This design comes from an exercise in tuning for small area and a short achievable clock period on the open sky130 flow, not from production work. In this exercise RTL edits were held to simulation tests only and were not proved equivalent to the original. Power and IR drop assume default switching activity.

## v52
## fir13_filter
module fir13_filter(
    input wire clk,
    input wire n_rst,
    input wire signed [7:0] x_in,
    output reg signed [7:0] y_out
);
==> flow/config.mk <==
export PLATFORM = sky130hd
export DESIGN_NAME = fir13_filter
export DESIGN_NICKNAME = fir13_filter
export VERILOG_FILES = /design/flow/design.v
export SDC_FILE = /design/flow/constraint.sdc
export NUM_CORES = 4
export LEC_CHECK = 0
export ABC_CLOCK_PERIOD_IN_PS = 2500
export CAP_MARGIN = 20
export CORE_MARGIN = 2
export CORE_UTILIZATION = 60
export CTS_BUF_LIST = sky130_fd_sc_hd__clkbuf_4 sky130_fd_sc_hd__clkbuf_8
export CTS_CLUSTER_DIAMETER = 40
export CTS_CLUSTER_SIZE = 12
export SETUP_SLACK_MARGIN = 5.0
export SLEW_MARGIN = 20
export SYNTH_HIERARCHICAL = 1
export SYNTH_MINIMUM_KEEP_SIZE = 0
==> flow/constraint.sdc <==
create_clock -name core_clock -period 7.5 [get_ports {clk}]
set_input_delay 1.5000 -clock core_clock [delete_from_list [all_inputs] [get_ports {clk}]]
set_output_delay 1.5000 -clock core_clock [all_outputs]
set_load 0.01 [all_outputs]
run.sh (not shown) runs the stock make flow with config.mk's settings and CLKGATE_MAP_FILE= SYNTH_SCRIPT=/design/flow/synth_recipe.tcl, a recipe that flattens the netlist after the stock synthesis.
## Diff of input files: v32 against v52
--- a/flow/config.mk
+++ b/flow/config.mk
@@ -11,6 +11,6 @@
 export CORE_UTILIZATION = 60
-export CTS_BUF_LIST = sky130_fd_sc_hd__clkbuf_4 sky130_fd_sc_hd__clkbuf_8
-export CTS_CLUSTER_DIAMETER = 40
-export CTS_CLUSTER_SIZE = 12
-export SETUP_SLACK_MARGIN = 5.0
+export CTS_BUF_LIST = sky130_fd_sc_hd__clkbuf_16
+export CTS_CLUSTER_DIAMETER = 80
+export CTS_CLUSTER_SIZE = 30
+export SETUP_SLACK_MARGIN = 4.8
 export SLEW_MARGIN = 20
Results
Lower normalized max-slew margin was reported by v52, not v32. [diff] highest clock rate, v32 relative to v52: regression. Between v32 and v52, worst hold slack is lower for v52, v32 comes in above that. v32: full flow OK, the timing, DRC and antenna checks passed. Row global routing usage on met3: v32 lower / v52 higher.
### v32 -> v45
==> flow/flow/run.sh (new file) <==
#!/bin/bash
bash standard.sh SETUP_SLACK_MARGIN=5.3 finish > standard.log 2>&1
==> flow/standard.sh (new file) <==
#!/bin/bash
# synth_recipe.tcl (not shown) runs the flow's synth.tcl, then flattens the netlist and writes it again
# the make line also repeats each setting of config.mk as NAME=value (left out here)
make -C /OpenROAD-flow-scripts/flow DESIGN_CONFIG=/design/flow/config.mk WORK_HOME=/design/flow/orfs CLKGATE_MAP_FILE= SYNTH_SCRIPT=/design/flow/synth_recipe.tcl "${@:-finish}"
--- a/flow/config.mk
+++ b/flow/config.mk
@@ -14,3 +14,3 @@
 export CTS_CLUSTER_SIZE = 30
-export SETUP_SLACK_MARGIN = 4.8
+export SETUP_SLACK_MARGIN = 5.0
 export SLEW_MARGIN = 20
removed: flow/run.sh
Having completed the whole flow, v45 delivered a layout that passed the timing, DRC and antenna checks.
Compare v45 and v32 | number of vias in the routed layout higher: v45
Switching power total delta for v45 relative to v32: 100 uW higher
Between v45 and v32, it is v45 whose measured slew at the worst slew-check pin is lower, by 0.040 ns.
The core of v45 is more densely filled than that of v32.
The share of the cycle needed by the critical path after routing reported for v45 is smaller than that of v32 by 1.9 points.
Note that the fmax recorded for v45 amounts to 1.06 times the value seen in v32.
Taking v32 as the reference, in v45 layout overhead on the synthesized area higher, minimum clock period lower.
Setup changes, v45 to v19
==> flow/run.sh (new file) <==
#!/bin/bash
# synth_recipe.tcl (not shown) runs the flow's synth.tcl, then flattens the netlist and writes it again
# the make line also repeats each setting of config.mk as NAME=value (left out here)
make -C /OpenROAD-flow-scripts/flow DESIGN_CONFIG=/design/flow/config.mk WORK_HOME=/design/flow/orfs CLKGATE_MAP_FILE= SYNTH_SCRIPT=/design/flow/synth_recipe.tcl finish
--- a/flow/config.mk
+++ b/flow/config.mk
@@ -10,6 +10,3 @@
 export CORE_MARGIN = 2
-export CORE_UTILIZATION = 60
-export CTS_BUF_LIST = sky130_fd_sc_hd__clkbuf_16
-export CTS_CLUSTER_DIAMETER = 80
-export CTS_CLUSTER_SIZE = 30
+export CORE_UTILIZATION = 40
 export SETUP_SLACK_MARGIN = 5.0
removed: flow/flow/run.sh
removed: flow/standard.sh
Findings:
Compared v45 against v19; setup TNS within noise. Sum of routed wire segments on met1 delta for v19 relative to v45: about 0.32% higher. Changes observed in v19 relative to v45: maximum frequency decreased 1.3%; final design instance area without fill increased about 0.6%; sequential cell area share decreased 1.2 points; global-route usage decreased 7.7 points; global placer's final weighted congestion increased about 4%. Diff v45 and v19: wire length lower in v19.

-- separate check: timing with driven ports --
No port has a modelled driver above. Below, the same layouts with a new extraction and two added sets of constraints. Step 1 (the two cells are an assumption about what drives the block):
set clk [get_ports {clk}]
set_driving_cell -lib_cell sky130_fd_sc_hd__clkbuf_16 $clk
set_driving_cell -lib_cell sky130_fd_sc_hd__buf_2 [delete_from_list [all_inputs] $clk]
Step 2 adds t to the input delays and takes it off the output delays; t is the mean of the earliest and latest rising clock arrival at the registers after step 1. Input paths then give back, and output paths get back, about the clock's delay inside the block. Three values: ideal, step 1, step 2; two values: the first two.
run | shift t [ns] | setup slack, ns | hold slack, ns | slew at the worst register clock pin (ns)
v52 | 0.583 | 4.961 / 4.922 / 4.985 | 0.344 / 0.344 / 0.344 | 0.08 / 0.08
v32 | 0.488 | 4.897 / 4.856 / 4.971 | 0.357 / 0.357 / 0.357 | 0.10 / 0.10
v45 | 0.498 | 5.039 / 4.996 / 5.028 | 0.357 / 0.357 / 0.357 | 0.11 / 0.11
v19 | 0.553 | 5.006 / 4.961 / 4.958 | 0.346 / 0.346 / 0.346 | 0.06 / 0.06
After both steps every run listed still meets setup and hold. The setup slack of v19, which loses most, moves by -0.045 ns with the drivers and by -0.048 ns with both steps. Setup slack includes reset recovery checks.
